Context: an optimization exercise on an open-source flow, tuned for small area and a short achievable clock period. The choices shown serve that exercise and are no tape-out recipe.
In this exercise RTL edits were held to simulation tests only and were not proved equivalent to the original.

[flow/run.sh]
#!/bin/bash
# Standard ORFS layout (the standard.sh, standard synthesis unchanged); the
# only change is the cell used for the input/output port buffers.
set -euo pipefail
export BUFFER_PORTS_ARGS="-buffer_cell sky130_fd_sc_hd__buf_2"
bash standard.sh finish > standard_flow.log 2>&1
[standard.sh]
#!/bin/bash
# synth_recipe.tcl (not shown) runs the flow's synth.tcl, then flattens the netlist and writes it again
# the make line also repeats each setting of config.mk as NAME=value (left out here)
make -C /OpenROAD-flow-scripts/flow DESIGN_CONFIG=/design/flow/config.mk WORK_HOME=/design/flow/orfs CLKGATE_MAP_FILE= SYNTH_SCRIPT=/design/flow/synth_recipe.tcl "${@:-finish}"
[config.mk]
export PLATFORM = sky130hd
export DESIGN_NAME = iir
export DESIGN_NICKNAME = iir
export VERILOG_FILES = /design/flow/design.v
export SDC_FILE = /design/flow/constraint.sdc
export NUM_CORES = 4
export LEC_CHECK = 0
export CAP_MARGIN = 20
export CORE_MARGIN = 2
export CORE_UTILIZATION = 40
export SETUP_SLACK_MARGIN = 3
export SLEW_MARGIN = 20
[constraint.sdc]
create_clock -name core_clock -period 7.5 [get_ports {clk}]
set_input_delay 1.5000 -clock core_clock [delete_from_list [all_inputs] [get_ports {clk}]]
set_output_delay 1.5000 -clock core_clock [all_outputs]
set_load 0.01 [all_outputs]
[design.v]
module iir(
    input clk,
    input rst_n,
    input [31:0] x,
    output reg [31:0] y
    );
reg [31:0] x1, p;
wire s1 = 1'b1 ^ ~y[0] ^ p[2];
wire c2 = (1'b1 & ~y[0]) | (1'b1 & p[2]) | (~y[0] & p[2]);
wire s3 = s1 ^ x[0] ^ x[1];
wire c4 = (s1 & x[0]) | (s1 & x[1]) | (x[0] & x[1]);
wire s5 = ~y[1] ^ p[3] ^ c2;
wire c6 = (~y[1] & p[3]) | (~y[1] & c2) | (p[3] & c2);
wire s7 = s5 ^ x[1] ^ x[2];
wire c8 = (s5 & x[1]) | (s5 & x[2]) | (x[1] & x[2]);
wire s9 = ~y[2] ^ p[4] ^ c6;
wire c10 = (~y[2] & p[4]) | (~y[2] & c6) | (p[4] & c6);
wire s11 = x[2] ^ x[3] ^ s9;
wire c12 = (x[2] & x[3]) | (x[2] & s9) | (x[3] & s9);
wire s13 = ~y[3] ^ p[5] ^ x[3];
wire c14 = (~y[3] & p[5]) | (~y[3] & x[3]) | (p[5] & x[3]);
wire s15 = x[4] ^ c10 ^ s13;
wire c16 = (x[4] & c10) | (x[4] & s13) | (c10 & s13);
wire s17 = ~y[4] ^ p[6] ^ x[4];
wire c18 = (~y[4] & p[6]) | (~y[4] & x[4]) | (p[6] & x[4]);
wire s19 = x[5] ^ c14 ^ s17;
wire c20 = (x[5] & c14) | (x[5] & s17) | (c14 & s17);
wire s21 = ~y[5] ^ p[7] ^ x[5];
wire c22 = (~y[5] & p[7]) | (~y[5] & x[5]) | (p[7] & x[5]);
wire s23 = x[6] ^ c18 ^ s21;
wire c24 = (x[6] & c18) | (x[6] & s21) | (c18 & s21);
wire s25 = ~y[6] ^ p[8] ^ x[6];
wire c26 = (~y[6] & p[8]) | (~y[6] & x[6]) | (p[8] & x[6]);
wire s27 = x[7] ^ c22 ^ s25;
wire c28 = (x[7] & c22) | (x[7] & s25) | (c22 & s25);
wire s29 = ~y[7] ^ p[9] ^ x[7];
wire c30 = (~y[7] & p[9]) | (~y[7] & x[7]) | (p[9] & x[7]);
wire s31 = x[8] ^ c26 ^ s29;
wire c32 = (x[8] & c26) | (x[8] & s29) | (c26 & s29);
wire s33 = ~y[8] ^ p[10] ^ x[8];
wire c34 = (~y[8] & p[10]) | (~y[8] & x[8]) | (p[10] & x[8]);
wire s35 = x[9] ^ c30 ^ s33;
wire c36 = (x[9] & c30) | (x[9] & s33) | (c30 & s33);
wire s37 = ~y[9] ^ p[11] ^ x[9];
wire c38 = (~y[9] & p[11]) | (~y[9] & x[9]) | (p[11] & x[9]);
wire s39 = x[10] ^ c34 ^ s37;
wire c40 = (x[10] & c34) | (x[10] & s37) | (c34 & s37);
wire s41 = ~y[10] ^ p[12] ^ x[10];
wire c42 = (~y[10] & p[12]) | (~y[10] & x[10]) | (p[12] & x[10]);
wire s43 = x[11] ^ c38 ^ s41;
wire c44 = (x[11] & c38) | (x[11] & s41) | (c38 & s41);
wire s45 = ~y[11] ^ p[13] ^ x[11];
wire c46 = (~y[11] & p[13]) | (~y[11] & x[11]) | (p[13] & x[11]);
wire s47 = x[12] ^ c42 ^ s45;
wire c48 = (x[12] & c42) | (x[12] & s45) | (c42 & s45);
wire s49 = ~y[12] ^ p[14] ^ x[12];
wire c50 = (~y[12] & p[14]) | (~y[12] & x[12]) | (p[14] & x[12]);
wire s51 = x[13] ^ c46 ^ s49;
wire c52 = (x[13] & c46) | (x[13] & s49) | (c46 & s49);
wire s53 = ~y[13] ^ p[15] ^ x[13];
wire c54 = (~y[13] & p[15]) | (~y[13] & x[13]) | (p[15] & x[13]);
wire s55 = x[14] ^ c50 ^ s53;
wire c56 = (x[14] & c50) | (x[14] & s53) | (c50 & s53);
wire s57 = ~y[14] ^ p[16] ^ x[14];
wire c58 = (~y[14] & p[16]) | (~y[14] & x[14]) | (p[16] & x[14]);
wire s59 = x[15] ^ c54 ^ s57;
wire c60 = (x[15] & c54) | (x[15] & s57) | (c54 & s57);
wire s61 = ~y[15] ^ p[17] ^ x[15];
wire c62 = (~y[15] & p[17]) | (~y[15] & x[15]) | (p[17] & x[15]);
wire s63 = x[16] ^ c58 ^ s61;
wire c64 = (x[16] & c58) | (x[16] & s61) | (c58 & s61);
wire s65 = ~y[16] ^ p[18] ^ x[16];
wire c66 = (~y[16] & p[18]) | (~y[16] & x[16]) | (p[18] & x[16]);
wire s67 = x[17] ^ c62 ^ s65;
wire c68 = (x[17] & c62) | (x[17] & s65) | (c62 & s65);
wire s69 = ~y[17] ^ p[19] ^ x[17];
wire c70 = (~y[17] & p[19]) | (~y[17] & x[17]) | (p[19] & x[17]);
wire s71 = x[18] ^ c66 ^ s69;
wire c72 = (x[18] & c66) | (x[18] & s69) | (c66 & s69);
wire s73 = ~y[18] ^ p[20] ^ x[18];
wire c74 = (~y[18] & p[20]) | (~y[18] & x[18]) | (p[20] & x[18]);
wire s75 = x[19] ^ c70 ^ s73;
wire c76 = (x[19] & c70) | (x[19] & s73) | (c70 & s73);
wire s77 = ~y[19] ^ p[21] ^ x[19];
wire c78 = (~y[19] & p[21]) | (~y[19] & x[19]) | (p[21] & x[19]);
wire s79 = x[20] ^ c74 ^ s77;
wire c80 = (x[20] & c74) | (x[20] & s77) | (c74 & s77);
wire s81 = ~y[20] ^ p[22] ^ x[20];
wire c82 = (~y[20] & p[22]) | (~y[20] & x[20]) | (p[22] & x[20]);
wire s83 = x[21] ^ c78 ^ s81;
wire c84 = (x[21] & c78) | (x[21] & s81) | (c78 & s81);
wire s85 = ~y[21] ^ p[23] ^ x[21];
wire c86 = (~y[21] & p[23]) | (~y[21] & x[21]) | (p[23] & x[21]);
wire s87 = x[22] ^ c82 ^ s85;
wire c88 = (x[22] & c82) | (x[22] & s85) | (c82 & s85);
wire s89 = ~y[22] ^ p[24] ^ x[22];
wire c90 = (~y[22] & p[24]) | (~y[22] & x[22]) | (p[24] & x[22]);
wire s91 = x[23] ^ c86 ^ s89;
wire c92 = (x[23] & c86) | (x[23] & s89) | (c86 & s89);
wire s93 = ~y[23] ^ p[25] ^ x[23];
wire c94 = (~y[23] & p[25]) | (~y[23] & x[23]) | (p[25] & x[23]);
wire s95 = x[24] ^ c90 ^ s93;
wire c96 = (x[24] & c90) | (x[24] & s93) | (c90 & s93);
wire s97 = ~y[24] ^ p[26] ^ x[24];
wire c98 = (~y[24] & p[26]) | (~y[24] & x[24]) | (p[26] & x[24]);
wire s99 = x[25] ^ c94 ^ s97;
wire c100 = (x[25] & c94) | (x[25] & s97) | (c94 & s97);
wire s101 = ~y[25] ^ p[27] ^ x[25];
wire c102 = (~y[25] & p[27]) | (~y[25] & x[25]) | (p[27] & x[25]);
wire s103 = x[26] ^ c98 ^ s101;
wire c104 = (x[26] & c98) | (x[26] & s101) | (c98 & s101);
wire s105 = ~y[26] ^ p[28] ^ x[26];
wire c106 = (~y[26] & p[28]) | (~y[26] & x[26]) | (p[28] & x[26]);
wire s107 = x[27] ^ c102 ^ s105;
wire c108 = (x[27] & c102) | (x[27] & s105) | (c102 & s105);
wire s109 = ~y[27] ^ p[29] ^ x[27];
wire c110 = (~y[27] & p[29]) | (~y[27] & x[27]) | (p[29] & x[27]);
wire s111 = x[28] ^ c106 ^ s109;
wire c112 = (x[28] & c106) | (x[28] & s109) | (c106 & s109);
wire s113 = ~y[28] ^ p[30] ^ x[28];
wire c114 = (~y[28] & p[30]) | (~y[28] & x[28]) | (p[30] & x[28]);
wire s115 = x[29] ^ c110 ^ s113;
wire c116 = (x[29] & c110) | (x[29] & s113) | (c110 & s113);
wire s117 = ~y[29] ^ p[31] ^ x[29];
wire c118 = (~y[29] & p[31]) | (~y[29] & x[29]) | (p[31] & x[29]);
wire s119 = x[30] ^ c114 ^ s117;
wire c120 = (x[30] & c114) | (x[30] & s117) | (c114 & s117);
wire g121 = p[0] & 1'b0;
wire g122 = p[1] & x[0];
wire g123 = s3 & 1'b0;
wire g124 = c4 & s7;
wire g125 = c8 & s11;
wire g126 = c12 & s15;
wire g127 = c16 & s19;
wire g128 = c20 & s23;
wire g129 = c24 & s27;
wire g130 = c28 & s31;
wire g131 = c32 & s35;
wire g132 = c36 & s39;
wire g133 = c40 & s43;
wire g134 = c44 & s47;
wire g135 = c48 & s51;
wire g136 = c52 & s55;
wire g137 = c56 & s59;
wire g138 = c60 & s63;
wire g139 = c64 & s67;
wire g140 = c68 & s71;
wire g141 = c72 & s75;
wire g142 = c76 & s79;
wire g143 = c80 & s83;
wire g144 = c84 & s87;
wire g145 = c88 & s91;
wire g146 = c92 & s95;
wire g147 = c96 & s99;
wire g148 = c100 & s103;
wire g149 = c104 & s107;
wire g150 = c108 & s111;
wire g151 = c112 & s115;
wire g152 = c116 & s119;
wire p153 = p[0] ^ 1'b0;
wire p154 = p[1] ^ x[0];
wire p155 = s3 ^ 1'b0;
wire p156 = c4 ^ s7;
wire p157 = c8 ^ s11;
wire p158 = c12 ^ s15;
wire p159 = c16 ^ s19;
wire p160 = c20 ^ s23;
wire p161 = c24 ^ s27;
wire p162 = c28 ^ s31;
wire p163 = c32 ^ s35;
wire p164 = c36 ^ s39;
wire p165 = c40 ^ s43;
wire p166 = c44 ^ s47;
wire p167 = c48 ^ s51;
wire p168 = c52 ^ s55;
wire p169 = c56 ^ s59;
wire p170 = c60 ^ s63;
wire p171 = c64 ^ s67;
wire p172 = c68 ^ s71;
wire p173 = c72 ^ s75;
wire p174 = c76 ^ s79;
wire p175 = c80 ^ s83;
wire p176 = c84 ^ s87;
wire p177 = c88 ^ s91;
wire p178 = c92 ^ s95;
wire p179 = c96 ^ s99;
wire p180 = c100 ^ s103;
wire p181 = c104 ^ s107;
wire p182 = c108 ^ s111;
wire p183 = c112 ^ s115;
wire p184 = c116 ^ s119;
wire G185 = g122 | (p154 & g121);
wire P186 = p154 & p153;
wire G187 = g124 | (p156 & g123);
wire P188 = p156 & p155;
wire G189 = g126 | (p158 & g125);
wire P190 = p158 & p157;
wire G191 = g128 | (p160 & g127);
wire P192 = p160 & p159;
wire G193 = g130 | (p162 & g129);
wire P194 = p162 & p161;
wire G195 = g132 | (p164 & g131);
wire P196 = p164 & p163;
wire G197 = g134 | (p166 & g133);
wire P198 = p166 & p165;
wire G199 = g136 | (p168 & g135);
wire P200 = p168 & p167;
wire G201 = g138 | (p170 & g137);
wire P202 = p170 & p169;
wire G203 = g140 | (p172 & g139);
wire P204 = p172 & p171;
wire G205 = g142 | (p174 & g141);
wire P206 = p174 & p173;
wire G207 = g144 | (p176 & g143);
wire P208 = p176 & p175;
wire G209 = g146 | (p178 & g145);
wire P210 = p178 & p177;
wire G211 = g148 | (p180 & g147);
wire P212 = p180 & p179;
wire G213 = g150 | (p182 & g149);
wire P214 = p182 & p181;
wire G215 = g123 | (p155 & G185);
wire P216 = p155 & P186;
wire G217 = G187 | (P188 & G185);
wire P218 = P188 & P186;
wire G219 = g127 | (p159 & G189);
wire P220 = p159 & P190;
wire G221 = G191 | (P192 & G189);
wire P222 = P192 & P190;
wire G223 = g131 | (p163 & G193);
wire P224 = p163 & P194;
wire G225 = G195 | (P196 & G193);
wire P226 = P196 & P194;
wire G227 = g135 | (p167 & G197);
wire P228 = p167 & P198;
wire G229 = G199 | (P200 & G197);
wire P230 = P200 & P198;
wire G231 = g139 | (p171 & G201);
wire P232 = p171 & P202;
wire G233 = G203 | (P204 & G201);
wire P234 = P204 & P202;
wire G235 = g143 | (p175 & G205);
wire P236 = p175 & P206;
wire G237 = G207 | (P208 & G205);
wire P238 = P208 & P206;
wire G239 = g147 | (p179 & G209);
wire P240 = p179 & P210;
wire G241 = G211 | (P212 & G209);
wire P242 = P212 & P210;
wire G243 = g151 | (p183 & G213);
wire P244 = p183 & P214;
wire G245 = g125 | (p157 & G217);
wire P246 = p157 & P218;
wire G247 = G189 | (P190 & G217);
wire P248 = P190 & P218;
wire G249 = G219 | (P220 & G217);
wire P250 = P220 & P218;
wire G251 = G221 | (P222 & G217);
wire P252 = P222 & P218;
wire G253 = g133 | (p165 & G225);
wire P254 = p165 & P226;
wire G255 = G197 | (P198 & G225);
wire P256 = P198 & P226;
wire G257 = G227 | (P228 & G225);
wire P258 = P228 & P226;
wire G259 = G229 | (P230 & G225);
wire P260 = P230 & P226;
wire G261 = g141 | (p173 & G233);
wire P262 = p173 & P234;
wire G263 = G205 | (P206 & G233);
wire P264 = P206 & P234;
wire G265 = G235 | (P236 & G233);
wire P266 = P236 & P234;
wire G267 = G237 | (P238 & G233);
wire P268 = P238 & P234;
wire G269 = g149 | (p181 & G241);
wire P270 = p181 & P242;
wire G271 = G213 | (P214 & G241);
wire P272 = P214 & P242;
wire G273 = G243 | (P244 & G241);
wire P274 = P244 & P242;
wire G275 = g129 | (p161 & G251);
wire P276 = p161 & P252;
wire G277 = G193 | (P194 & G251);
wire P278 = P194 & P252;
wire G279 = G223 | (P224 & G251);
wire P280 = P224 & P252;
wire G281 = G225 | (P226 & G251);
wire P282 = P226 & P252;
wire G283 = G253 | (P254 & G251);
wire P284 = P254 & P252;
wire G285 = G255 | (P256 & G251);
wire P286 = P256 & P252;
wire G287 = G257 | (P258 & G251);
wire P288 = P258 & P252;
wire G289 = G259 | (P260 & G251);
wire P290 = P260 & P252;
wire G291 = g145 | (p177 & G267);
wire P292 = p177 & P268;
wire G293 = G209 | (P210 & G267);
wire P294 = P210 & P268;
wire G295 = G239 | (P240 & G267);
wire P296 = P240 & P268;
wire G297 = G241 | (P242 & G267);
wire P298 = P242 & P268;
wire G299 = G269 | (P270 & G267);
wire P300 = P270 & P268;
wire G301 = G271 | (P272 & G267);
wire P302 = P272 & P268;
wire G303 = G273 | (P274 & G267);
wire P304 = P274 & P268;
wire G305 = g137 | (p169 & G289);
wire P306 = p169 & P290;
wire G307 = G201 | (P202 & G289);
wire P308 = P202 & P290;
wire G309 = G231 | (P232 & G289);
wire P310 = P232 & P290;
wire G311 = G233 | (P234 & G289);
wire P312 = P234 & P290;
wire G313 = G261 | (P262 & G289);
wire P314 = P262 & P290;
wire G315 = G263 | (P264 & G289);
wire P316 = P264 & P290;
wire G317 = G265 | (P266 & G289);
wire P318 = P266 & P290;
wire G319 = G267 | (P268 & G289);
wire P320 = P268 & P290;
wire G321 = G291 | (P292 & G289);
wire P322 = P292 & P290;
wire G323 = G293 | (P294 & G289);
wire P324 = P294 & P290;
wire G325 = G295 | (P296 & G289);
wire P326 = P296 & P290;
wire G327 = G297 | (P298 & G289);
wire P328 = P298 & P290;
wire G329 = G299 | (P300 & G289);
wire P330 = P300 & P290;
wire G331 = G301 | (P302 & G289);
wire P332 = P302 & P290;
wire G333 = G303 | (P304 & G289);
wire P334 = P304 & P290;
wire sum335 = p153 ^ 1'b0;
wire sum336 = p154 ^ g121;
wire sum337 = p155 ^ G185;
wire sum338 = p156 ^ G215;
wire sum339 = p157 ^ G217;
wire sum340 = p158 ^ G245;
wire sum341 = p159 ^ G247;
wire sum342 = p160 ^ G249;
wire sum343 = p161 ^ G251;
wire sum344 = p162 ^ G275;
wire sum345 = p163 ^ G277;
wire sum346 = p164 ^ G279;
wire sum347 = p165 ^ G281;
wire sum348 = p166 ^ G283;
wire sum349 = p167 ^ G285;
wire sum350 = p168 ^ G287;
wire sum351 = p169 ^ G289;
wire sum352 = p170 ^ G305;
wire sum353 = p171 ^ G307;
wire sum354 = p172 ^ G309;
wire sum355 = p173 ^ G311;
wire sum356 = p174 ^ G313;
wire sum357 = p175 ^ G315;
wire sum358 = p176 ^ G317;
wire sum359 = p177 ^ G319;
wire sum360 = p178 ^ G321;
wire sum361 = p179 ^ G323;
wire sum362 = p180 ^ G325;
wire sum363 = p181 ^ G327;
wire sum364 = p182 ^ G329;
wire sum365 = p183 ^ G331;
wire sum366 = p184 ^ G333;
wire s367 = 1'b1 ^ ~y[0] ^ x[0];
wire c368 = (1'b1 & ~y[0]) | (1'b1 & x[0]) | (~y[0] & x[0]);
wire s369 = 1'b1 ^ x1[0] ^ ~y[0];
wire c370 = (1'b1 & x1[0]) | (1'b1 & ~y[0]) | (x1[0] & ~y[0]);
wire s371 = ~y[1] ^ s369 ^ x[1];
wire c372 = (~y[1] & s369) | (~y[1] & x[1]) | (s369 & x[1]);
wire s373 = x1[1] ^ ~y[1] ^ ~y[2];
wire c374 = (x1[1] & ~y[1]) | (x1[1] & ~y[2]) | (~y[1] & ~y[2]);
wire s375 = c370 ^ s373 ^ x[2];
wire c376 = (c370 & s373) | (c370 & x[2]) | (s373 & x[2]);
wire s377 = x1[2] ^ ~y[2] ^ ~y[3];
wire c378 = (x1[2] & ~y[2]) | (x1[2] & ~y[3]) | (~y[2] & ~y[3]);
wire s379 = c374 ^ s377 ^ x[3];
wire c380 = (c374 & s377) | (c374 & x[3]) | (s377 & x[3]);
wire s381 = x1[3] ^ ~y[3] ^ ~y[4];
wire c382 = (x1[3] & ~y[3]) | (x1[3] & ~y[4]) | (~y[3] & ~y[4]);
wire s383 = c378 ^ s381 ^ x[4];
wire c384 = (c378 & s381) | (c378 & x[4]) | (s381 & x[4]);
wire s385 = x1[4] ^ ~y[4] ^ ~y[5];
wire c386 = (x1[4] & ~y[4]) | (x1[4] & ~y[5]) | (~y[4] & ~y[5]);
wire s387 = c382 ^ s385 ^ x[5];
wire c388 = (c382 & s385) | (c382 & x[5]) | (s385 & x[5]);
wire s389 = x1[5] ^ ~y[5] ^ ~y[6];
wire c390 = (x1[5] & ~y[5]) | (x1[5] & ~y[6]) | (~y[5] & ~y[6]);
wire s391 = c386 ^ s389 ^ x[6];
wire c392 = (c386 & s389) | (c386 & x[6]) | (s389 & x[6]);
wire s393 = x1[6] ^ ~y[6] ^ ~y[7];
wire c394 = (x1[6] & ~y[6]) | (x1[6] & ~y[7]) | (~y[6] & ~y[7]);
wire s395 = c390 ^ s393 ^ x[7];
wire c396 = (c390 & s393) | (c390 & x[7]) | (s393 & x[7]);
wire s397 = x1[7] ^ ~y[7] ^ ~y[8];
wire c398 = (x1[7] & ~y[7]) | (x1[7] & ~y[8]) | (~y[7] & ~y[8]);
wire s399 = c394 ^ s397 ^ x[8];
wire c400 = (c394 & s397) | (c394 & x[8]) | (s397 & x[8]);
wire s401 = x1[8] ^ ~y[8] ^ ~y[9];
wire c402 = (x1[8] & ~y[8]) | (x1[8] & ~y[9]) | (~y[8] & ~y[9]);
wire s403 = c398 ^ s401 ^ x[9];
wire c404 = (c398 & s401) | (c398 & x[9]) | (s401 & x[9]);
wire s405 = x1[9] ^ ~y[9] ^ ~y[10];
wire c406 = (x1[9] & ~y[9]) | (x1[9] & ~y[10]) | (~y[9] & ~y[10]);
wire s407 = c402 ^ s405 ^ x[10];
wire c408 = (c402 & s405) | (c402 & x[10]) | (s405 & x[10]);
wire s409 = x1[10] ^ ~y[10] ^ ~y[11];
wire c410 = (x1[10] & ~y[10]) | (x1[10] & ~y[11]) | (~y[10] & ~y[11]);
wire s411 = c406 ^ s409 ^ x[11];
wire c412 = (c406 & s409) | (c406 & x[11]) | (s409 & x[11]);
wire s413 = x1[11] ^ ~y[11] ^ ~y[12];
wire c414 = (x1[11] & ~y[11]) | (x1[11] & ~y[12]) | (~y[11] & ~y[12]);
wire s415 = c410 ^ s413 ^ x[12];
wire c416 = (c410 & s413) | (c410 & x[12]) | (s413 & x[12]);
wire s417 = x1[12] ^ ~y[12] ^ ~y[13];
wire c418 = (x1[12] & ~y[12]) | (x1[12] & ~y[13]) | (~y[12] & ~y[13]);
wire s419 = c414 ^ s417 ^ x[13];
wire c420 = (c414 & s417) | (c414 & x[13]) | (s417 & x[13]);
wire s421 = x1[13] ^ ~y[13] ^ ~y[14];
wire c422 = (x1[13] & ~y[13]) | (x1[13] & ~y[14]) | (~y[13] & ~y[14]);
wire s423 = c418 ^ s421 ^ x[14];
wire c424 = (c418 & s421) | (c418 & x[14]) | (s421 & x[14]);
wire s425 = x1[14] ^ ~y[14] ^ ~y[15];
wire c426 = (x1[14] & ~y[14]) | (x1[14] & ~y[15]) | (~y[14] & ~y[15]);
wire s427 = c422 ^ s425 ^ x[15];
wire c428 = (c422 & s425) | (c422 & x[15]) | (s425 & x[15]);
wire s429 = x1[15] ^ ~y[15] ^ ~y[16];
wire c430 = (x1[15] & ~y[15]) | (x1[15] & ~y[16]) | (~y[15] & ~y[16]);
wire s431 = c426 ^ s429 ^ x[16];
wire c432 = (c426 & s429) | (c426 & x[16]) | (s429 & x[16]);
wire s433 = x1[16] ^ ~y[16] ^ ~y[17];
wire c434 = (x1[16] & ~y[16]) | (x1[16] & ~y[17]) | (~y[16] & ~y[17]);
wire s435 = c430 ^ s433 ^ x[17];
wire c436 = (c430 & s433) | (c430 & x[17]) | (s433 & x[17]);
wire s437 = x1[17] ^ ~y[17] ^ ~y[18];
wire c438 = (x1[17] & ~y[17]) | (x1[17] & ~y[18]) | (~y[17] & ~y[18]);
wire s439 = c434 ^ s437 ^ x[18];
wire c440 = (c434 & s437) | (c434 & x[18]) | (s437 & x[18]);
wire s441 = x1[18] ^ ~y[18] ^ ~y[19];
wire c442 = (x1[18] & ~y[18]) | (x1[18] & ~y[19]) | (~y[18] & ~y[19]);
wire s443 = c438 ^ s441 ^ x[19];
wire c444 = (c438 & s441) | (c438 & x[19]) | (s441 & x[19]);
wire s445 = x1[19] ^ ~y[19] ^ ~y[20];
wire c446 = (x1[19] & ~y[19]) | (x1[19] & ~y[20]) | (~y[19] & ~y[20]);
wire s447 = c442 ^ s445 ^ x[20];
wire c448 = (c442 & s445) | (c442 & x[20]) | (s445 & x[20]);
wire s449 = x1[20] ^ ~y[20] ^ ~y[21];
wire c450 = (x1[20] & ~y[20]) | (x1[20] & ~y[21]) | (~y[20] & ~y[21]);
wire s451 = c446 ^ s449 ^ x[21];
wire c452 = (c446 & s449) | (c446 & x[21]) | (s449 & x[21]);
wire s453 = x1[21] ^ ~y[21] ^ ~y[22];
wire c454 = (x1[21] & ~y[21]) | (x1[21] & ~y[22]) | (~y[21] & ~y[22]);
wire s455 = c450 ^ s453 ^ x[22];
wire c456 = (c450 & s453) | (c450 & x[22]) | (s453 & x[22]);
wire s457 = x1[22] ^ ~y[22] ^ ~y[23];
wire c458 = (x1[22] & ~y[22]) | (x1[22] & ~y[23]) | (~y[22] & ~y[23]);
wire s459 = c454 ^ s457 ^ x[23];
wire c460 = (c454 & s457) | (c454 & x[23]) | (s457 & x[23]);
wire s461 = x1[23] ^ ~y[23] ^ ~y[24];
wire c462 = (x1[23] & ~y[23]) | (x1[23] & ~y[24]) | (~y[23] & ~y[24]);
wire s463 = c458 ^ s461 ^ x[24];
wire c464 = (c458 & s461) | (c458 & x[24]) | (s461 & x[24]);
wire s465 = x1[24] ^ ~y[24] ^ ~y[25];
wire c466 = (x1[24] & ~y[24]) | (x1[24] & ~y[25]) | (~y[24] & ~y[25]);
wire s467 = c462 ^ s465 ^ x[25];
wire c468 = (c462 & s465) | (c462 & x[25]) | (s465 & x[25]);
wire s469 = x1[25] ^ ~y[25] ^ ~y[26];
wire c470 = (x1[25] & ~y[25]) | (x1[25] & ~y[26]) | (~y[25] & ~y[26]);
wire s471 = c466 ^ s469 ^ x[26];
wire c472 = (c466 & s469) | (c466 & x[26]) | (s469 & x[26]);
wire s473 = x1[26] ^ ~y[26] ^ ~y[27];
wire c474 = (x1[26] & ~y[26]) | (x1[26] & ~y[27]) | (~y[26] & ~y[27]);
wire s475 = c470 ^ s473 ^ x[27];
wire c476 = (c470 & s473) | (c470 & x[27]) | (s473 & x[27]);
wire s477 = x1[27] ^ ~y[27] ^ ~y[28];
wire c478 = (x1[27] & ~y[27]) | (x1[27] & ~y[28]) | (~y[27] & ~y[28]);
wire s479 = c474 ^ s477 ^ x[28];
wire c480 = (c474 & s477) | (c474 & x[28]) | (s477 & x[28]);
wire s481 = x1[28] ^ ~y[28] ^ ~y[29];
wire c482 = (x1[28] & ~y[28]) | (x1[28] & ~y[29]) | (~y[28] & ~y[29]);
wire s483 = c478 ^ s481 ^ x[29];
wire c484 = (c478 & s481) | (c478 & x[29]) | (s481 & x[29]);
wire s485 = x1[29] ^ ~y[29] ^ ~y[30];
wire c486 = (x1[29] & ~y[29]) | (x1[29] & ~y[30]) | (~y[29] & ~y[30]);
wire s487 = c482 ^ s485 ^ x[30];
wire c488 = (c482 & s485) | (c482 & x[30]) | (s485 & x[30]);
wire s489 = x1[30] ^ ~y[30] ^ ~y[31];
wire c490 = (x1[30] & ~y[30]) | (x1[30] & ~y[31]) | (~y[30] & ~y[31]);
wire s491 = c486 ^ s489 ^ x[31];
wire c492 = (c486 & s489) | (c486 & x[31]) | (s489 & x[31]);
wire g493 = s367 & 1'b0;
wire g494 = c368 & s371;
wire g495 = c372 & s375;
wire g496 = c376 & s379;
wire g497 = c380 & s383;
wire g498 = c384 & s387;
wire g499 = c388 & s391;
wire g500 = c392 & s395;
wire g501 = c396 & s399;
wire g502 = c400 & s403;
wire g503 = c404 & s407;
wire g504 = c408 & s411;
wire g505 = c412 & s415;
wire g506 = c416 & s419;
wire g507 = c420 & s423;
wire g508 = c424 & s427;
wire g509 = c428 & s431;
wire g510 = c432 & s435;
wire g511 = c436 & s439;
wire g512 = c440 & s443;
wire g513 = c444 & s447;
wire g514 = c448 & s451;
wire g515 = c452 & s455;
wire g516 = c456 & s459;
wire g517 = c460 & s463;
wire g518 = c464 & s467;
wire g519 = c468 & s471;
wire g520 = c472 & s475;
wire g521 = c476 & s479;
wire g522 = c480 & s483;
wire g523 = c484 & s487;
wire g524 = c488 & s491;
wire p525 = s367 ^ 1'b0;
wire p526 = c368 ^ s371;
wire p527 = c372 ^ s375;
wire p528 = c376 ^ s379;
wire p529 = c380 ^ s383;
wire p530 = c384 ^ s387;
wire p531 = c388 ^ s391;
wire p532 = c392 ^ s395;
wire p533 = c396 ^ s399;
wire p534 = c400 ^ s403;
wire p535 = c404 ^ s407;
wire p536 = c408 ^ s411;
wire p537 = c412 ^ s415;
wire p538 = c416 ^ s419;
wire p539 = c420 ^ s423;
wire p540 = c424 ^ s427;
wire p541 = c428 ^ s431;
wire p542 = c432 ^ s435;
wire p543 = c436 ^ s439;
wire p544 = c440 ^ s443;
wire p545 = c444 ^ s447;
wire p546 = c448 ^ s451;
wire p547 = c452 ^ s455;
wire p548 = c456 ^ s459;
wire p549 = c460 ^ s463;
wire p550 = c464 ^ s467;
wire p551 = c468 ^ s471;
wire p552 = c472 ^ s475;
wire p553 = c476 ^ s479;
wire p554 = c480 ^ s483;
wire p555 = c484 ^ s487;
wire p556 = c488 ^ s491;
wire G557 = g494 | (p526 & g493);
wire P558 = p526 & p525;
wire G559 = g496 | (p528 & g495);
wire P560 = p528 & p527;
wire G561 = g498 | (p530 & g497);
wire P562 = p530 & p529;
wire G563 = g500 | (p532 & g499);
wire P564 = p532 & p531;
wire G565 = g502 | (p534 & g501);
wire P566 = p534 & p533;
wire G567 = g504 | (p536 & g503);
wire P568 = p536 & p535;
wire G569 = g506 | (p538 & g505);
wire P570 = p538 & p537;
wire G571 = g508 | (p540 & g507);
wire P572 = p540 & p539;
wire G573 = g510 | (p542 & g509);
wire P574 = p542 & p541;
wire G575 = g512 | (p544 & g511);
wire P576 = p544 & p543;
wire G577 = g514 | (p546 & g513);
wire P578 = p546 & p545;
wire G579 = g516 | (p548 & g515);
wire P580 = p548 & p547;
wire G581 = g518 | (p550 & g517);
wire P582 = p550 & p549;
wire G583 = g520 | (p552 & g519);
wire P584 = p552 & p551;
wire G585 = g522 | (p554 & g521);
wire P586 = p554 & p553;
wire G587 = g495 | (p527 & G557);
wire P588 = p527 & P558;
wire G589 = G559 | (P560 & G557);
wire P590 = P560 & P558;
wire G591 = g499 | (p531 & G561);
wire P592 = p531 & P562;
wire G593 = G563 | (P564 & G561);
wire P594 = P564 & P562;
wire G595 = g503 | (p535 & G565);
wire P596 = p535 & P566;
wire G597 = G567 | (P568 & G565);
wire P598 = P568 & P566;
wire G599 = g507 | (p539 & G569);
wire P600 = p539 & P570;
wire G601 = G571 | (P572 & G569);
wire P602 = P572 & P570;
wire G603 = g511 | (p543 & G573);
wire P604 = p543 & P574;
wire G605 = G575 | (P576 & G573);
wire P606 = P576 & P574;
wire G607 = g515 | (p547 & G577);
wire P608 = p547 & P578;
wire G609 = G579 | (P580 & G577);
wire P610 = P580 & P578;
wire G611 = g519 | (p551 & G581);
wire P612 = p551 & P582;
wire G613 = G583 | (P584 & G581);
wire P614 = P584 & P582;
wire G615 = g523 | (p555 & G585);
wire P616 = p555 & P586;
wire G617 = g497 | (p529 & G589);
wire P618 = p529 & P590;
wire G619 = G561 | (P562 & G589);
wire P620 = P562 & P590;
wire G621 = G591 | (P592 & G589);
wire P622 = P592 & P590;
wire G623 = G593 | (P594 & G589);
wire P624 = P594 & P590;
wire G625 = g505 | (p537 & G597);
wire P626 = p537 & P598;
wire G627 = G569 | (P570 & G597);
wire P628 = P570 & P598;
wire G629 = G599 | (P600 & G597);
wire P630 = P600 & P598;
wire G631 = G601 | (P602 & G597);
wire P632 = P602 & P598;
wire G633 = g513 | (p545 & G605);
wire P634 = p545 & P606;
wire G635 = G577 | (P578 & G605);
wire P636 = P578 & P606;
wire G637 = G607 | (P608 & G605);
wire P638 = P608 & P606;
wire G639 = G609 | (P610 & G605);
wire P640 = P610 & P606;
wire G641 = g521 | (p553 & G613);
wire P642 = p553 & P614;
wire G643 = G585 | (P586 & G613);
wire P644 = P586 & P614;
wire G645 = G615 | (P616 & G613);
wire P646 = P616 & P614;
wire G647 = g501 | (p533 & G623);
wire P648 = p533 & P624;
wire G649 = G565 | (P566 & G623);
wire P650 = P566 & P624;
wire G651 = G595 | (P596 & G623);
wire P652 = P596 & P624;
wire G653 = G597 | (P598 & G623);
wire P654 = P598 & P624;
wire G655 = G625 | (P626 & G623);
wire P656 = P626 & P624;
wire G657 = G627 | (P628 & G623);
wire P658 = P628 & P624;
wire G659 = G629 | (P630 & G623);
wire P660 = P630 & P624;
wire G661 = G631 | (P632 & G623);
wire P662 = P632 & P624;
wire G663 = g517 | (p549 & G639);
wire P664 = p549 & P640;
wire G665 = G581 | (P582 & G639);
wire P666 = P582 & P640;
wire G667 = G611 | (P612 & G639);
wire P668 = P612 & P640;
wire G669 = G613 | (P614 & G639);
wire P670 = P614 & P640;
wire G671 = G641 | (P642 & G639);
wire P672 = P642 & P640;
wire G673 = G643 | (P644 & G639);
wire P674 = P644 & P640;
wire G675 = G645 | (P646 & G639);
wire P676 = P646 & P640;
wire G677 = g509 | (p541 & G661);
wire P678 = p541 & P662;
wire G679 = G573 | (P574 & G661);
wire P680 = P574 & P662;
wire G681 = G603 | (P604 & G661);
wire P682 = P604 & P662;
wire G683 = G605 | (P606 & G661);
wire P684 = P606 & P662;
wire G685 = G633 | (P634 & G661);
wire P686 = P634 & P662;
wire G687 = G635 | (P636 & G661);
wire P688 = P636 & P662;
wire G689 = G637 | (P638 & G661);
wire P690 = P638 & P662;
wire G691 = G639 | (P640 & G661);
wire P692 = P640 & P662;
wire G693 = G663 | (P664 & G661);
wire P694 = P664 & P662;
wire G695 = G665 | (P666 & G661);
wire P696 = P666 & P662;
wire G697 = G667 | (P668 & G661);
wire P698 = P668 & P662;
wire G699 = G669 | (P670 & G661);
wire P700 = P670 & P662;
wire G701 = G671 | (P672 & G661);
wire P702 = P672 & P662;
wire G703 = G673 | (P674 & G661);
wire P704 = P674 & P662;
wire G705 = G675 | (P676 & G661);
wire P706 = P676 & P662;
wire sum707 = p525 ^ 1'b0;
wire sum708 = p526 ^ g493;
wire sum709 = p527 ^ G557;
wire sum710 = p528 ^ G587;
wire sum711 = p529 ^ G589;
wire sum712 = p530 ^ G617;
wire sum713 = p531 ^ G619;
wire sum714 = p532 ^ G621;
wire sum715 = p533 ^ G623;
wire sum716 = p534 ^ G647;
wire sum717 = p535 ^ G649;
wire sum718 = p536 ^ G651;
wire sum719 = p537 ^ G653;
wire sum720 = p538 ^ G655;
wire sum721 = p539 ^ G657;
wire sum722 = p540 ^ G659;
wire sum723 = p541 ^ G661;
wire sum724 = p542 ^ G677;
wire sum725 = p543 ^ G679;
wire sum726 = p544 ^ G681;
wire sum727 = p545 ^ G683;
wire sum728 = p546 ^ G685;
wire sum729 = p547 ^ G687;
wire sum730 = p548 ^ G689;
wire sum731 = p549 ^ G691;
wire sum732 = p550 ^ G693;
wire sum733 = p551 ^ G695;
wire sum734 = p552 ^ G697;
wire sum735 = p553 ^ G699;
wire sum736 = p554 ^ G701;
wire sum737 = p555 ^ G703;
wire sum738 = p556 ^ G705;
wire [31:0] y_next = {sum366, sum365, sum364, sum363, sum362, sum361, sum360, sum359, sum358, sum357, sum356, sum355, sum354, sum353, sum352, sum351, sum350, sum349, sum348, sum347, sum346, sum345, sum344, sum343, sum342, sum341, sum340, sum339, sum338, sum337, sum336, sum335};
wire [31:0] p_next = {sum738, sum737, sum736, sum735, sum734, sum733, sum732, sum731, sum730, sum729, sum728, sum727, sum726, sum725, sum724, sum723, sum722, sum721, sum720, sum719, sum718, sum717, sum716, sum715, sum714, sum713, sum712, sum711, sum710, sum709, sum708, sum707};
always @(posedge clk or negedge rst_n)
begin
    if (!rst_n)
    begin
        x1 <= 32'd0;
        p  <= 32'd0;
        y  <= 32'd0;
    end
    else
    begin
        x1 <= x;
        p  <= p_next;
        y  <= y_next;
    end
end
endmodule
==> run_results.csv, run 1 <==
group,metric,value,unit
clock_network,cts_buffers,9,
placed_design,portBuffers,65,
logic_synthesis,ys_seq_area_share,30.5,%
global_route,grt_overflow,0,
clock_network,cts-htree-levels,3,
logic_synthesis,syn_area_per_cell,11.4,um2
setup_path,cp-end-kind,"register",
logic_synthesis,synth_area,0.00780,mm2
detailed_routing,ant_nets,0,
placed_design,dp.final_hpwl,12200,um
layout,diodes,0,
sta,relSlewSlack,45.6,%
sta,worst_slew_pin_slew,0.817,ns
logic_synthesis,synthArstFlopShare,100,%
layout,stdcell_area,0.00918,mm2
setup_path,worstPathMaxFanout,4,
logic_synthesis,ys_warn_count,1,
sta,slew_viol_final,0,
logic_synthesis,ys_types,49,
setup_path,reg2reg_slack,3.39,ns
setup_path,r2r-start,"y[0]",
placed_design,gp_congestion,0.790,
detailed_routing,route.detailed.drc,0,
sta,finalCriticalPeriod,4.50,ns
global_route,grt_pass1_vias,5184,
detailed_routing,wl_per_cell,14.2,um
clock_network,clk_pin_slew,0.07,ns
floorplanning,fp.dieH,144,um
layout,fin_nets,993,
floorplanning,io_pins,66,
hold_path,min_path_type,"register to register",
setup_path,worstReg2RegEnd,"y[31]",
floorplanning,core,0.0193,mm2
setup_path,crit_path_end,"y[29]",
clock_network,cts_tree,"built",
clock_network,ctsHoldBuffers,0,
detailed_routing,drt_iter0_drc,136,
setup_path,cp-start-kind,"input port",
global_route,grtUsageTotal,15.8,%
sta,setup_violations,0,
clock_network,cts.sink_count,95,
logic_synthesis,synth_edf_count,0,
layout,nFillCells,1825,
setup_path,required,7.74,ns
layout,final_core_util,47.6,%
sta,hold_viol,0,
global_route,grt_pass1_wl,24900,um
logic_synthesis,synth_nets,904,
outcome,outcome,"complete, no violations",
setup_path,rr_worst_depth,18,
logic_synthesis,syn_inst,684,
sta,whs,0.363,ns
placed_design,dpl_cell_area,0.00850,mm2
sta,fmax,0.222,GHz
setup_path,arrival,4.74,ns
global_route,grt_antenna_before_repair,0,
detailed_routing,via_per_inst,4.58,
detailed_routing,vias,4772,
floorplanning,rows,51,
floorplanning,die_w,144,um
logic_synthesis,ys.flop_type,"dfrtp_1",
layout,layout-drive-gt1-share,18.6,%
detailed_routing,drtPass1Iterations,4,
clock_network,clock-root-buffer,"clkbuf_16",
floorplanning,design.die.area,0.0206,mm2
layout,layout_commonest_cell,"inv_1",
detailed_routing,wirelength,14900,um
sta,clock_skew,0.00746,ns
logic_synthesis,synth_seq_cells,95,
layout,final_cell_mix,"inv_1 (174), fa_1 (119), dfrtp_1 (95)",
sta,fin_crit_sh,60.0,%
global_route,grt_max_degree,61,
setup_path,criticalPathCategory,"input port to register",
layout,areaGrowthSynthToFinish,17.6,%
clock_network,ctsLongestPathBuffers,2,
sta,rsz0062_at_grt,"true",
job,maxCapViolCount,0,
sta,setup_tns,0,ns
clock_network,insertion_delay,0.36,ns
setup_path,cp-startpoint,"x[7]",
floorplanning,initial_utilization,40.5,%
-- per-stage QoR --
stage          std cells  setup WS, ns
6_report            1043          3.00
5_1_grt             1043          2.83
4_1_cts             1033          3.01
3_5_place_dp        1015          2.55
3_3_place_gp        1015          2.53
2_1_floorplan        684          3.04
-- worst max-delay path, stage by stage --
cell,delay [ns]
buf_8,0.09
inv_1,0.05
fa_1,0.48
inv_1,0.05
fa_1,0.51
ha_4,0.32
nand4_1,0.15
nor2_1,0.16
o2111ai_2,0.13
a41oi_2,0.19
buf_6,0.15
a21oi_4,0.07
buf_6,0.13
a2111oi_4,0.39
o21a_1,0.22
nor2_2,0.04
xnor2_1,0.11
-- cell type report --
type / instances / area, um2 / area share [%]
Tap cell: 265 / 332 / 3.61
Clock buffer: 12 / 256 / 2.80
Timing Repair Buffer: 78 / 492 / 5.36
Multi-Input combinational cell: 408 / 4990 / 54.4
Inverter: 181 / 687 / 7.49
Sequential cell: 95 / 2380 / 25.9
Clock inverter: 4 / 37.5 / 0.409
-- cell usage after synthesis (all sizes together) (2+ instances only) --
library cell  instances  area share (%)
ha                   63              10
and4                  2            0.24
inv                 181             8.7
and2                  5            0.40
o21bai                2            0.19
nor2                 44             2.1
nand4                 3            0.24
nand3                 5            0.32
a211oi                5            0.55
nand2                11            0.53
and3                  5            0.42
nor3                 10            0.64
dfrtp                95              30
o21ai                10            0.64
nor2b                 3            0.24
or2                   2            0.16
xnor2                33             3.7
a21boi                3            0.29
xor2                 14             1.6
a2111oi               4            0.93
o31ai                 2            0.19
o21a                  7            0.67
o211ai                3            0.29
a211o                 2            0.26
a21o                 12             1.2
a21oi                20             1.5
fa                  123              32
a41oi                 2            0.32
-- cells by family after synthesis --
group,share of synthesized area (%)
AO/OA/AOI/OAI,8.16
XOR/XNOR,5.28
adder cells (fa/ha/maj),41.7
buffers and inverters,8.71
flip-flops,30.5
AND/OR/NAND/NOR,5.69
-- state kept, by name (all words and copies together) (netlist names) --
name and flops:
p 32, y 32, x1 31
-- metal layers --
layer / vias up / track usage [%] / wire, um
li1: 2283 / - / -
met1: 2426 / 20.1 / 6590
met2: 53 / 28.2 / 7800
met3: 10 / 2.67 / 321
met4: 0 / 3.41 / 141
met5: - / 0 / 0
-- worst min path at each step --
stage,depth (start not counted),end,startpoint
2_1_floorplan,0,y[0],p[0]
3_3_place_gp,0,y[0],p[0]
3_5_place_dp,0,y[0],p[0]
4_1_cts,0,y[0],p[0]
5_1_grt,0,y[0],p[0]
6_report,0,y[0],p[0]
-- timing repair --
action                     4_1_cts  5_1_grt
buffers inserted                 2       10
setup endpoints to repair        4        8
resized for setup                4       59
gates cloned                     0        0
pin swaps                        3       28
==> run 2: changes to the inputs <==
--- a/config.mk
+++ b/config.mk
@@ -9,3 +9,3 @@
 export CORE_MARGIN = 2
-export CORE_UTILIZATION = 40
+export CORE_UTILIZATION = 75
 export SETUP_SLACK_MARGIN = 3
==> run_results.csv, run 2 <==
group,metric,value,unit
outcome,outcome,"complete, no violations",
logic_synthesis,ys_seq_area_share,30.5,%
setup_path,cp-start-kind,"input port",
global_route,grt_antenna_before_repair,0,
clock_network,clock-root-buffer,"clkbuf_8",
sta,worst_slew_pin_slew,0.690,ns
logic_synthesis,ys_warn_count,1,
job,maxCapViolCount,0,
logic_synthesis,synth_nets,904,
sta,finalCriticalPeriod,4.47,ns
clock_network,cts_tree,"built",
layout,areaGrowthSynthToFinish,14.4,%
sta,fin_crit_sh,59.7,%
logic_synthesis,syn_inst,684,
detailed_routing,drt_iter0_drc,262,
layout,layout-drive-gt1-share,18.9,%
detailed_routing,drtPass1Iterations,4,
sta,clock_skew,0.0105,ns
clock_network,cts.sink_count,95,
logic_synthesis,synth_area_leader_cell,"fa_1",
detailed_routing,wirelength,16400,um
floorplanning,design.die.area,0.0112,mm2
setup_path,critPathMaxStageDelay,0.56,ns
layout,stdcell_count,914,
logic_synthesis,syn_area_per_cell,11.4,um2
setup_path,worstPathMaxFanout,6,
logic_synthesis,synth_area,0.00780,mm2
setup_path,arrival,4.78,ns
floorplanning,rows,37,
setup_path,cp-end-kind,"register",
placed_design,placed_cells,886,
global_route,grt_pass1_vias,5655,
floorplanning,initial_utilization,76.2,%
hold_path,min_path_type,"register to register",
detailed_routing,ant_nets,0,
detailed_routing,via_per_inst,5.52,
global_route,grt_max_degree,53,
sta,setup_violations,0,
layout,reg_top3,"p x32, y x32, x1 x31",
logic_synthesis,ys.flop_type,"dfrtp_1",
sta,hold_viol,0,
clock_network,cts-htree-levels,3,
clock_network,insertion_delay,0.39,ns
global_route,grtUsageTotal,31.4,%
logic_synthesis,ys_top_cells_by_area,"fa_1 (32%), dfrtp_1 (30%), ha_1 (10%)",
setup_path,path_cells,"buf_2, inv_1, fa_1, inv_1, fa_2, ha_4, a21o_1, a21o_1, nand2_1, a41oi_2, a21oi_4, a2111oi_4, a2111oi_4, buf_4, xnor2_1",
clock_network,clk_pin_slew,0.10,ns
logic_synthesis,synth_seq_cells,95,
setup_path,required,7.81,ns
floorplanning,fp.dieH,106,um
sta,rsz0062_at_grt,"false",
sta,setup_tns,0,ns
clock_network,ctsLongestPathBuffers,2,
global_route,grt_overflow,0,
floorplanning,io_pins,66,
logic_synthesis,ys_types,49,
layout,nFillCells,485,
logic_synthesis,synth_top_area_share,31.6,%
setup_path,crit_slowest_cell,"fa_2",
floorplanning,die_w,106,um
layout,diodes,0,
logic_synthesis,synth_edf_count,0,
layout,final_cell_mix,"inv_1 (173), fa_1 (118), dfrtp_1 (95)",
sta,fmax,0.224,GHz
setup_path,criticalPathCategory,"input port to register",
detailed_routing,vias,5045,
global_route,grt_pass1_wl,26600,um
sta,slew_viol_final,0,
placed_design,portBuffers,65,
placed_design,gp_congestion,0.858,
detailed_routing,wl_per_cell,17.9,um
floorplanning,core,0.0102,mm2
logic_synthesis,synthArstFlopShare,100,%
logic_synthesis,netlist_top_cells_count,"inv_1 (181), fa_1 (123), dfrtp_1 (95)",
sta,relSlewSlack,53.7,%
clock_network,cts_buffers,9,
layout,layout_commonest_cell,"inv_1",
logic_synthesis,yosysMostFrequentCell,"inv_1",
detailed_routing,route.detailed.drc,0,
placed_design,dp.final_hpwl,12200,um
layout,fin_nets,993,
## run 2: cell counts after synthesis
No cell type changed its count.
## run 2: what timing repair did
item	4_1_cts	5_1_grt
gates resized for setup	18	39
buffers inserted	5	7
endpoints found under the setup margin	3	11
pin swaps	15	27
hold buffers	0	0
cloned	0	0
hold endpoints to repair	0	0
## run 2: cells by family (layout without fill, tap and decap cells)
kind of cell	after synthesis	count (layout)	share of synthesized area, %
AND/OR/NAND/NOR	94	94	5.69
adder cells (fa/ha/maj)	186	186	41.7
buffers and inverters	181	275	8.71
XOR/XNOR	47	47	5.28
flip-flops	95	95	30.5
AO/OA/AOI/OAI	81	81	8.16
## run 2: area by class of cell
| class | count | area (um2) | area share (%) |
|---|---|---|---|
| multi-input cells | 408 | 4990 | 56.0 |
| flip-flops and latches | 95 | 2380 | 26.6 |
| inverters | 181 | 682 | 7.64 |
| repair buffers | 78 | 468 | 5.24 |
| well taps | 136 | 170 | 1.91 |
| clock buffers | 11 | 151 | 1.70 |
| clock inverters | 5 | 80.1 | 0.897 |
## run 2: worst paths after layout
kind | from | end | slack (ns) | cells past startpoint
max | x[11] | y[30] | 3.03 | 15
min | p[0] | y[0] | 0.38 | 0
max reg2reg | y[1] | p[29] | 3.25 | 16
min reg2reg | p[0] | y[0] | 0.38 | 0
max in group asynchronous | rst_n | p[20] | 5.27 | 2
min in group asynchronous | rst_n | x1[1] | 1.11 | 1
## run 2: stage by stage
step	instance area (um2)	util, %	hold slack (ns)	worst slack [ns]
floorplan	7840	-	0.331	3.04
finish	8920	87.2	0.379	3.03
global route	8920	87.2	0.386	2.92
global placement	8340	81.5	0.334	2.65
CTS	8700	85.0	0.386	3.00
detailed placement	8340	81.5	0.364	2.56
## run 2: per-layer routing
metal	part of all wire [%]	track usage [%]	vias to the layer above
met4	2.4	10.2	0
li1	-	-	2281
met1	41	39.9	2595
met5	0	0	-
met3	4.1	7.23	34
met2	52	54.0	135
## run 2: worst max-delay path, delay by kind of cell
kind	cells	cell delay, ns
AOI/OAI and AO/OA	6	1.28
adders and majority gates	3	1.30
buffers and inverters	4	0.47
and+or+nand+nor	1	0.12
xor gates and xnor gates	1	0.12
==> run 3: changes to the inputs <==
--- a/config.mk
+++ b/config.mk
@@ -9,3 +9,3 @@
 export CORE_MARGIN = 2
-export CORE_UTILIZATION = 75
+export CORE_UTILIZATION = 60
 export SETUP_SLACK_MARGIN = 3
==> run_results.csv, run 3 <==
group,metric,value,unit
global_route,grt_antenna_before_repair,0,
hold_path,whs_path_depth,0,
setup_path,r2r-start,"y[1]",
logic_synthesis,ys_seq_area_share,30.5,%
logic_synthesis,syn_inst,684,
floorplanning,fp.dieH,118,um
sta,setup_tns,0,ns
logic_synthesis,synth_area,0.00780,mm2
floorplanning,die_w,118,um
detailed_routing,dr_wl_met2,7310,um
detailed_routing,drtPass1Iterations,4,
setup_path,crit_slowest_cell,"fa_1",
setup_path,required,7.73,ns
placed_design,dp.final_hpwl,11800,um
clock_network,insertion_delay,0.35,ns
detailed_routing,wl_met1,6690,um
setup_path,rr_worst_depth,15,
logic_synthesis,synth_edf_count,0,
clock_network,clk_pin_slew,0.06,ns
logic_synthesis,synth_area_leader_cell,"fa_1",
global_route,grt_pass1_vias,5385,
layout,layout_commonest_cell,"inv_1",
logic_synthesis,yosysMostFrequentCell,"inv_1",
layout,diodes,0,
sta,worst_slew_pin_slew,0.924,ns
logic_synthesis,ys.flop_type,"dfrtp_1",
setup_path,reg2reg_slack,3.39,ns
layout,reg_top3,"p x32, y x32, x1 x31",
sta,final.setup.worst_slack,3.11,ns
logic_synthesis,ys_top_cells_by_area,"fa_1 (32%), dfrtp_1 (30%), ha_1 (10%)",
layout,areaGrowthSynthToFinish,15.0,%
setup_path,worstReg2RegEnd,"p[31]",
clock_network,cts-htree-levels,3,
setup_path,worstPathMaxFanout,3,
global_route,grt_max_degree,72,
logic_synthesis,synth_nets,904,
floorplanning,design.die.area,0.0139,mm2
hold_path,min_path_type,"register to register",
sta,fmax,0.228,GHz
clock_network,cts.sink_count,95,
hold_path,min_from,"p[0]",
setup_path,arrival,4.62,ns
setup_path,path_delay_family,"adder cells",
layout,final_cell_mix,"inv_1 (176), fa_1 (120), dfrtp_1 (95)",
clock_network,cts_tree,"built",
logic_synthesis,ys_types,49,
setup_path,critPathMaxStageDelay,0.50,ns
floorplanning,io_pins,66,
detailed_routing,wirelength,14500,um
layout,layout-drive-gt1-share,17.8,%
setup_path,criticalPathCategory,"input port to register",
setup_path,cp-end-kind,"register",
logic_synthesis,ys_warn_count,1,
floorplanning,initial_utilization,61.6,%
sta,fin_crit_sh,58.5,%
logic_synthesis,synth_seq_cells,95,
setup_path,path_cells,"buf_4, inv_2, fa_1, inv_1, fa_1, ha_4, nand4_1, nor2_2, o2111ai_2, a41oi_2, a21oi_4, buf_6, a2111oi_4, o21a_1, nor2_1, xnor2_1",
global_route,grtUsageTotal,22.9,%
sta,finalCriticalPeriod,4.39,ns
outcome,outcome,"complete, no violations",
detailed_routing,ant_nets,0,
clock_network,cts_buffers,9,
floorplanning,rows,41,
detailed_routing,met3_length,285,um
sta,slew_viol_final,0,
hold_path,min_to,"y[0]",
global_route,grt_pass1_wl,24900,um
logic_synthesis,synth_top_area_share,31.6,%
detailed_routing,wl_per_cell,15.3,um
placed_design,post-place-ws,2.51,ns
logic_synthesis,synthArstFlopShare,100,%
setup_path,cp-start-kind,"input port",
setup_path,crit_buf_inv,4,
clock_network,ctsLongestPathBuffers,2,
detailed_routing,vias,4793,
detailed_routing,via_per_inst,5.05,
setup_path,cpMostUsedCell,"fa_1",
detailed_routing,top_layer_used,"met4",
logic_synthesis,netlist_top_cells_count,"inv_1 (181), fa_1 (123), dfrtp_1 (95)",
clock_network,clock-root-buffer,"clkbuf_16",
placed_design,portBuffers,65,
sta,rsz0062_at_grt,"false",
global_route,grt_overflow,0,
layout,fin_nets,992,
detailed_routing,drt_iter0_drc,182,
logic_synthesis,syn_area_per_cell,11.4,um2
detailed_routing,route.detailed.drc,0,
floorplanning,core,0.0127,mm2
sta,clock_skew,0.00870,ns
placed_design,gp_congestion,0.880,
sta,relSlewSlack,38.4,%
sta,setup_violations,0,
job,maxCapViolCount,0,
sta,hold_viol,0,
-- run 3: worst max-delay path by stage --
stage | to | start | cells after the start
after floorplan | y[29] | x[6] | 14
after global placement | y[31] | x[5] | 15
after detailed placement | y[23] | x[7] | 15
after CTS | y[29] | x[9] | 16
after global routing | p[29] | x[2] | 14
final | y[29] | x[6] | 16
-- run 3: layout make-up --
class | instances | area [um2]
Clock buffer | 10 | 239
Clock inverter | 6 | 60.1
Fill cell | 952 | 3700
Inverter | 181 | 679
Multi-Input combinational cell | 408 | 4960
Sequential cell | 95 | 2380
Tap cell | 172 | 215
Timing Repair Buffer | 77 | 440
-- run 3: routing by layer --
| metal | GRT usage, % | up-vias |
|---|---|---|
| met5 | 0 | - |
| met4 | 7.30 | 0 |
| met3 | 2.81 | 11 |
| met2 | 39.0 | 55 |
| met1 | 31.0 | 2445 |
| li1 | - | 2282 |
-- run 3: stage by stage --
stage          cells  hold slack [ns]  cell area, um2  utilization, %
2_1_floorplan    684            0.331            7840               -
3_3_place_gp     922            0.335            8390            66.2
3_5_place_dp     922            0.342            8390            66.2
4_1_cts          946            0.356            8830            69.7
5_1_grt          949            0.359            8970            70.8
6_report         949            0.351            8970            70.8
-- run 3: logic make-up after synthesis --
family	after synthesis	share of synthesized area [%]
adders and majority gates	186	41.7
buffers and inverters	181	8.71
DFF	95	30.5
and+or+nand+nor	94	5.69
AOI/OAI and AO/OA	81	8.16
xor gates and xnor gates	47	5.28
-- run 3: repair_timing --
action / 4_1_cts / 5_1_grt
buffers inserted: 8 / 3
gates cloned: 0 / 0
setup endpoints to repair: 4 / 10
hold buffers: 0 / 0
hold endpoints to repair: 0 / 0
resized for setup: 14 / 27
pin swaps: 14 / 24
-- run 3: worst reg2reg max path, cell delays in order, from the launching register on --
cell and delay (ns):
dfrtp_1 0.35, inv_1 0.11, fa_1 0.55, inv_1 0.05
fa_1 0.58, inv_1 0.05, ha_1 0.31, a211oi_2 0.29
o211ai_1 0.19, nand4_1 0.24, a31oi_4 0.17, a211oi_4 0.34
o31a_1 0.22, a21oi_2 0.10, a2111oi_4 0.32, xnor2_1 0.16

## re-timing with driven ports
In the flow no input, the clock included, has a driving cell. The finished layouts below were timed again as built, in two steps. Step 1, drivers: a clkbuf_16 drives clk and a buf_2 each remaining input, both assumed. Step 2 moves the port delays by t, midway between the first and last clock arrival at a register: inputs arrive t later, outputs are due t later. That takes back most of the time a late clock gives input paths. Slacks: no drivers / after step 1 / after step 2; pairs: no drivers / after step 1.
| run | shift t [ns] | slack for setup (ns) | worst register clock-pin slew, ns | worst data-port slew with drivers (ns) | cell pins on the clock port's net |
|---|---|---|---|---|---|
| run 1 | 0.389 | 2.999 / 2.984 / 2.596 | 0.07 / 0.07 | 0.05 | 1 |
| run 2 | 0.423 | 3.026 / 3.041 / 2.618 | 0.10 / 0.10 | 0.07 | 1 |
| run 3 | 0.388 | 3.112 / 3.125 / 2.737 | 0.07 / 0.07 | 0.04 | 1 |
After both steps setup and hold are still met in every run listed. The setup slack of run 2, which loses most, moves by +0.015 ns with the drivers and by -0.408 ns with both steps.
